Context: an optimization exercise on an open-source flow, tuned for small area, a short achievable clock period and few clock cycles per item. The choices shown serve that exercise and are no tape-out recipe. Only the layout flow was run in this run; the RTL was not checked for function there.

## flow/run.sh

```bash
#!/bin/bash
# The standard layout (the standard.sh, unchanged synthesis and SDC) with
# two changes to how the layout is optimised:
#  - repair_timing is asked to leave extra setup slack, so the layout is
#    optimised below the (loose) constraint period;
#  - every input and output port still gets a buffer, but a plain buf_2
#    instead of the delay buffer that buffer_ports would pick by default.
set -o pipefail
bash standard.sh SETUP_SLACK_MARGIN=10.5 \
    "BUFFER_PORTS_ARGS=-buffer_cell sky130_fd_sc_hd__buf_2" \
    finish > standard.log 2>&1
```

## standard.sh

```bash
#!/bin/bash
# synth_recipe.tcl (not shown) runs the flow's synth.tcl, then flattens the netlist and writes it again
# the make line also repeats each setting of config.mk as NAME=value (left out here)
make -C /OpenROAD-flow-scripts/flow DESIGN_CONFIG=/design/flow/config.mk WORK_HOME=/design/flow/orfs CLKGATE_MAP_FILE= SYNTH_SCRIPT=/design/flow/synth_recipe.tcl "${@:-finish}"
```

## config.mk

```make
export PLATFORM = sky130hd
export DESIGN_NAME = multiplier_unit
export DESIGN_NICKNAME = multiplier_unit
export VERILOG_FILES = /design/flow/design.v
export SDC_FILE = /design/flow/constraint.sdc
export NUM_CORES = 4
export LEC_CHECK = 0
export ABC_AREA = 1
export CAP_MARGIN = 20
export CORE_MARGIN = 2
export CORE_UTILIZATION = 45
export SLEW_MARGIN = 20
```

## constraint.sdc

```tcl
create_clock -name core_clock -period 15.0 [get_ports {clk}]
set_input_delay 3.0000 -clock core_clock [delete_from_list [all_inputs] [get_ports {clk}]]
set_output_delay 3.0000 -clock core_clock [all_outputs]
set_load 0.01 [all_outputs]
```

## design.v

```verilog
module multiplier_unit #(
    parameter DATA_WIDTH = 32
) (
    input  wire                      clk,
    input  wire                      rst_n,
    input  wire                      req,
    input  wire [2:0]                funct3,
    input  wire                      funct7_bit5,
    output reg                       ready,
    output reg                       valid,
    input  wire [DATA_WIDTH-1:0]     operand_a,
    input  wire [DATA_WIDTH-1:0]     operand_b,
    output reg  [DATA_WIDTH-1:0]     result
);
    reg s_idle, s_mul, s_mul9, s_neg, s_div, s_fix, s_done;
    reg  [2:0]  op;
    reg  [5:0]  cnt;
    reg         asign;       
    reg         sub;         
    reg  [32:0] P_hi;        
    reg  [31:0] P_lo;        
    reg  [32:0] M;           
    reg c1_one, c1_two, c1_neg;      
    reg c2_one, c2_two, c2_neg;      
    reg c2_lo;                       
    reg f_ld;                        
    reg f_mshift;                    
    reg f_mulh;                      
    reg f_lS;                        
    reg f_dstep;                     
    reg f_dq;                        
    wire f_div  = funct3[2];
    wire sa_mul = ~funct3[2] & ~(funct3[1] & funct3[0]);    
    wire sdv    = funct3[2] & ~funct3[0];                    
    wire sb     = (~funct3[2] & ~funct3[1]) | sdv;           
    wire neg_a  = sdv & operand_a[31];
    wire [36:0] Mx = {{4{M[32]}}, M};
    wire [36:0] A  = {{4{P_hi[32]}}, P_hi};
    wire [36:0] r1 = ({37{c1_one}} & Mx) | ({37{c1_two}} & {Mx[35:0], 1'b0});
    wire [36:0] r2 = ({37{c2_one}} & {Mx[34:0], 2'b0}) |
                     ({37{c2_two}} & {Mx[33:0], 3'b0}) |
                     ({37{c2_lo}}  & {5'b0, P_lo});
    wire [36:0] r1x = r1 ^ {37{c1_neg}};
    wire [36:0] r2x = r2 ^ {37{c2_neg}};
    wire [36:0] cs_s = A ^ r1x ^ r2x;
    wire [36:0] cs_c = {(A[35:0] & r1x[35:0]) | (A[35:0] & r2x[35:0]) | (r1x[35:0] & r2x[35:0]), c1_neg};
    wire [36:0] S = cs_s + cs_c + {36'b0, c2_neg};
    wire        nb    = M[32];
    wire        t_neg = S[32];                        
    wire [31:0] X8    = {P_hi[24:0], P_lo[31:25]};
    wire [32:0] cmp   = {1'b0, X8} + r1x[32:0] + {32'b0, c1_neg};    
    wire        skip  = sub & (cnt >= 6'd9) & (P_hi[32:25] == 8'd0) & cmp[32];    
    wire bz     = (M[31:0] == 32'd0);
    wire fixdiv = (asign ^ nb) & ~bz & ~op[0];        
    function [2:0] booth;    
        input [2:0] w;
        begin
            booth[2] = w[1] ^ w[0];
            booth[1] = (w[2] & ~w[1] & ~w[0]) | (~w[2] & w[1] & w[0]);
            booth[0] = w[2];
        end
    endfunction
    wire [2:0] bn0_ld = booth({operand_a[1:0], 1'b0});
    wire [2:0] bn1_ld = booth(operand_a[3:1]);
    wire [2:0] bn0    = booth(P_lo[5:3]);
    wire [2:0] bn1    = booth(P_lo[7:5]);
    wire mul_end = s_mul & (cnt == 6'd1);
    wire go_mul9 = mul_end & ~asign & P_lo[3];
    wire div_end = s_div & (cnt == 6'd1);
    wire go_fix  = div_end & (op[1] ? (asign | t_neg) : fixdiv);
    wire dv_one = f_dstep & ~skip;                
    wire h_skip = f_dstep & skip;
    wire [32:0] hi_nx = ({33{s_mul}}               & S[36:4]) |
                        ({33{dv_one}}              & {S[31:0], P_lo[31]}) |
                        ({33{h_skip}}              & {P_hi[24:0], P_lo[31:24]});
    wire [31:0] lo_nx = ({32{f_ld}}                & operand_a) |
                        ({32{f_mshift}}            & {S[3:0], P_lo[31:4]}) |
                        ({32{f_mulh}}              & S[35:4]) |
                        ({32{f_lS}}                & S[31:0]) |
                        ({32{dv_one | f_dq}}       & {P_lo[30:0], ~t_neg}) |
                        ({32{h_skip}}              & {P_lo[23:0], 8'd0});
    wire [5:0] cnt_nx = f_ld ? (f_div ? 6'd33 : 6'd8) :
                        (cnt - (h_skip ? 6'd8 : {5'd0, s_mul | s_div}));
    wire n_idle = (s_idle & ~req) | s_done;
    wire n_mul  = (s_idle & req & ~f_div) | (s_mul & ~mul_end);
    wire n_mul9 = go_mul9;
    wire n_neg  = s_idle & req & neg_a;
    wire n_div  = (s_idle & req & f_div & ~neg_a) | s_neg | (s_div & ~div_end);
    wire n_fix  = go_fix;
    wire n_done = (mul_end & ~go_mul9) | s_mul9 | (div_end & ~go_fix) | s_fix;
    wire n_mulh = s_mul & (cnt == 6'd2) & ~(~asign & P_lo[7]) & (op[1:0] != 2'b00);
    wire n_dlast = s_div & ((cnt == 6'd2 & ~skip) | (cnt == 6'd9 & skip));
    always @(posedge clk or negedge rst_n) begin
        if (!rst_n) begin
            s_idle <= 1'b1;
            s_mul  <= 1'b0;
            s_mul9 <= 1'b0;
            s_neg  <= 1'b0;
            s_div  <= 1'b0;
            s_fix  <= 1'b0;
            s_done <= 1'b0;
            f_ld     <= 1'b1;
            f_mshift <= 1'b0;
            f_mulh   <= 1'b0;
            f_lS     <= 1'b0;
            f_dstep  <= 1'b0;
            f_dq     <= 1'b0;
        end else begin
            s_idle   <= n_idle;
            s_mul    <= n_mul;
            s_mul9   <= n_mul9;
            s_neg    <= n_neg;
            s_div    <= n_div;
            s_fix    <= n_fix;
            s_done   <= n_done;
            f_ld     <= n_idle | n_done;
            f_mshift <= n_mul & ~n_mulh;
            f_mulh   <= n_mulh;
            f_lS     <= n_neg | n_fix | n_mul9 | (n_dlast & op[1]);
            f_dstep  <= n_div & ~n_dlast;
            f_dq     <= n_dlast & ~op[1];
        end
    end
    always @(posedge clk) begin
        c1_one <= 1'b0; c1_two <= 1'b0; c1_neg <= 1'b0;
        c2_one <= 1'b0; c2_two <= 1'b0; c2_neg <= 1'b0;
        c2_lo  <= 1'b0;
        if (s_idle) begin
            if (f_div) begin
                c1_one <= ~neg_a;
                c1_neg <= ~(sb & operand_b[31]);
                c2_lo  <= neg_a;
                c2_neg <= neg_a;
            end else begin
                {c1_one, c1_two, c1_neg} <= bn0_ld;
                {c2_one, c2_two, c2_neg} <= bn1_ld;
            end
        end else if (s_mul) begin
            if (mul_end) begin
                c1_one <= go_mul9;
            end else begin
                {c1_one, c1_two, c1_neg} <= bn0;
                {c2_one, c2_two, c2_neg} <= bn1;
            end
        end else if (s_neg) begin
            c1_one <= 1'b1;
            c1_neg <= ~nb;
        end else if (s_div) begin
            if (~div_end) begin
                c1_one <= 1'b1;
                c1_neg <= (skip | ~t_neg) ^ nb;
            end else if (op[1]) begin
                c1_one <= t_neg;
                c1_neg <= t_neg & (asign ^ nb);
                c2_lo  <= 1'b1;
                c2_neg <= asign;
            end else begin
                c2_lo  <= 1'b1;
                c2_neg <= 1'b1;
            end
        end
        sub <= ~f_dstep | skip | ~t_neg;
        if (f_ld) begin
            op     <= funct3;
            asign  <= (f_div ? sdv : sa_mul) & operand_a[31];
            M      <= {sb & operand_b[31], operand_b};
        end
        cnt  <= cnt_nx;
        P_hi <= hi_nx;
        P_lo <= lo_nx;
    end
    always @(*) begin
        ready  = s_idle;
        valid  = s_done;
        result = P_lo;
    end
endmodule
```

==> results.txt <==
==> final timing paths <==
path / from / end / slack, ns / cells after the start
setup / recovery: c2_lo$_DFF_P_ / P_lo[29]$_DFF_P_ / 10.61 / 17
hold / removal: cnt[4]$_SDFF_PP0_ / cnt[4]$_SDFF_PP0_ / 0.48 / 1
setup reg to reg: c2_lo$_DFF_P_ / P_lo[29]$_DFF_P_ / 10.61 / 17
hold reg to reg: cnt[4]$_SDFF_PP0_ / cnt[4]$_SDFF_PP0_ / 0.48 / 1
max in group asynchronous: rst_n / f_ld$_DFF_PN1_ / 12.27 / 1
min in group asynchronous: rst_n / s_done$_DFF_PN0_ / 2.44 / 1
==> stage by stage <==
step           instances  setup slack (ns)    util
6_report            1844             10.61  0.5346
2_1_floorplan       1391             11.14       -
4_1_cts             1817             10.53  0.5203
3_3_place_gp        1770             9.739  0.4877
5_1_grt             1844             10.48  0.5346
3_5_place_dp        1770             9.737  0.4877
==> layout make-up <==
class / count / area (µm²) / share of cell area
timing repair buffer: 142 / 887.1 / 0.07112
multi-input combinational: 1024 / 6832 / 0.5477
clock buffer: 20 / 457.9 / 0.03671
timing repair inverter: 4 / 30.03 / 0.002407
tap: 319 / 399.1 / 0.03200
sequential: 128 / 3000 / 0.2405
inverter: 195 / 768.2 / 0.06159
clock inverter: 12 / 98.84 / 0.007925
==> cell families after synthesis <==
family / share of synthesized area
and+or+nand+nor: 0.1963
AOI/OAI and AO/OA: 0.1946
buffers and inverters: 0.09034
DFF: 0.2808
adders and majority gates: 0.1525
xor gates and xnor gates: 0.08553
==> state kept, by name, indices dropped and copies added, names as in the netlist, 2 cells and up <==
signal	flops
cnt	6
op	2
P_lo	32
P_hi	33
M	33
==> worst max-delay path, cell delays in order, from the launching register on <==
cell	delay, ns
dfxtp_2	0.46
clkinvlp_4	0.15
buf_4	0.19
o221ai_1	0.27
xor2_1	0.35
fa_1	0.51
ha_1	0.35
a21oi_1	0.22
o21a_1	0.18
o21ai_0	0.12
or2_2	0.33
nand2_1	0.06
nand3_1	0.16
or2_2	0.34
nand3_1	0.10
nand2_1	0.08
a21oi_1	0.16
o221ai_1	0.19
==> per-layer routing <==
| layer | global-route usage | share of wire | vias up |
|---|---|---|---|
| met5 | 0 | 0 | - |
| met4 | 0.1126 | 0.042 | 0 |
| met3 | 0.05612 | 0.098 | 123 |
| met2 | 0.5062 | 0.43 | 707 |
| met1 | 0.4733 | 0.43 | 5044 |
| li1 | - | - | 5004 |
==> Yosys cell counts, types with 33 or more instances <==
cell type / instances / share of area
fa_1: 38 / 0.071
edfxtp_1: 36 / 0.10
o21ai_0: 47 / 0.022
dfxtp_1: 79 / 0.15
o22ai_1: 41 / 0.024
nor2_1: 61 / 0.021
clkbuf_1: 33 / 0.012
a21oi_1: 82 / 0.039
o221ai_1: 36 / 0.030
nand2_1: 325 / 0.11
ha_1: 69 / 0.081
inv_1: 187 / 0.066
nand3_1: 51 / 0.024
xor2_1: 94 / 0.077
==> layout by cell type, fill, tap and decap left out, types with 7 or more instances in the layout <==
cell | netlist | layout
nand2_1 | 325 | 322
inv_1 | 187 | 182
buf_2 | 6 | 103
xor2_1 | 94 | 83
a21oi_1 | 82 | 79
dfxtp_1 | 79 | 73
ha_1 | 69 | 69
nor2_1 | 61 | 61
nand3_1 | 51 | 51
o21ai_0 | 47 | 47
o22ai_1 | 41 | 41
fa_1 | 38 | 37
edfxtp_1 | 36 | 36
o221ai_1 | 36 | 36
buf_4 | 1 | 32
o211ai_1 | 28 | 28
clkbuf_16 | 0 | 19
nand4_1 | 17 | 17
o2111ai_1 | 14 | 14
nor4_1 | 13 | 13
clkinvlp_4 | 0 | 11
o21ai_1 | 12 | 11
xor2_2 | 0 | 11
dfrtp_1 | 11 | 11
o21bai_1 | 10 | 10
xnor2_1 | 10 | 9
or2_2 | 8 | 8
a31oi_1 | 8 | 8
a22oi_1 | 7 | 7
==> timing repair <==
| item | 4_1_cts | 5_1_grt |
|---|---|---|
| endpoints found under the setup margin | 54 | 54 |
| setup buffers | 8 | 26 |
| pin swaps | 3 | 6 |
| hold buffers | 0 | 0 |
| gates cloned | 7 | 1 |
| resized for setup | 21 | 23 |
==> flow_summary.ini <==
[cells_and_area]
drive_above_1_share = 0.1607
area_growth_syn_to_layout_pct = 17.12
antenna_cells = 0
fin_nets = 1690
nFillCells = 2259
fin_area_um2 = 12470

[logic_synthesis]
ys_types = 53
async_reset_ff_frac = 0.1016
syn_area_um2 = 10650
syn-num-nets = 1569
synth_ff_type = dfxtp_1
syn_avg_cell_area_um2 = 7.657
synth-edff-count = 36
yosysSeqAreaShare = 0.2808
ys_warn_count = 1
syn_inst = 1391
synth-seq-cells = 128

[floorplanning]
io_pins = 105
die_w_um = 157.8
rows = 56
dieArea_um2 = 24910
start_util = 0.4565
core_area_um2 = 23330
die_height_um = 157.8

[timing]
hold_slack_ns = 0.4761
fin_setup_tns_ns = 0
finalClockSkew_ns = 0.01328
max_freq_mhz = 227.7
slew_violations = 0
rsz0062_at_grt = no
fin_crit_ns = 4.392
worst_pin_slew_ns = 1.113
setup_viol = 0
slew_headroom = 0.2581
final.period_utilization = 0.2928
timing_hold_violations_final = 0

[detailed_routing]
dr.pass1.iters = 8
vias = 10878
antenna_left = 0
wl_mm = 41.40
vias_per_cell = 5.899
drc = 0
wire_per_inst_um = 22.45
drtIter0Drc = 1303

[critical_path]
worstPathRequired_ns = 15.28
cp_max_fo = 8
setup.worst_path.start_class = flip-flop
critPathArrivalTime_ns = 4.67
end_kind = flip-flop
crit_type = flip-flop to flip-flop

[clocking]
cts.clk_slew.worst_paths_ns = 0.06
clockBufferDepth = 2
clock_latency_ns = 0.44
cts.sinks = 128
cts_tree = built
htree_levels = 4
cts_root_buf = clkbuf_16
cts_buffers = 17

[outcome]
outcome = complete, no violations

[global_route]
grt_max_degree = 50
antenna_found_initial = 0
track_usage = 0.3313
grt_pass1_wl_mm = 60.89
overflow = 0
grt_pass1_vias = 10082

[flow_run]
cap_viol_max_count = 0

[placed_design]
dp.final_hpwl_mm = 31.49
dpl_cell_area_um2 = 11380
portBuffers = 103
gp_congestion = 1.010

[min_path]
hp-class = flip-flop to flip-flop

-- port drivers added, routing unchanged --
No port has a modelled driver above. Below, the same layout with a new extraction and two added sets of constraints.
Step 1 assumes that a clkbuf_16 drives the clock port and a buf_2 every other input.
Step 2 times the ports against the registers' clock, not the clock port: input delays grow and output delays shrink by t, the midpoint of the rising clock arrivals with the driver on.
a / b / c = ideal / step 1 / step 2; a / b = the first two.
t (ns): 0.476
setup slack, ns: 10.608 / 10.608 / 10.608
worst setup path at the end: register to register
worst data-port slew with drivers (ns): 0.05
After both steps this run still meets setup and hold. For this run, drivers alone change the setup slack by 0.000 ns; drivers and shift together by 0.000 ns.
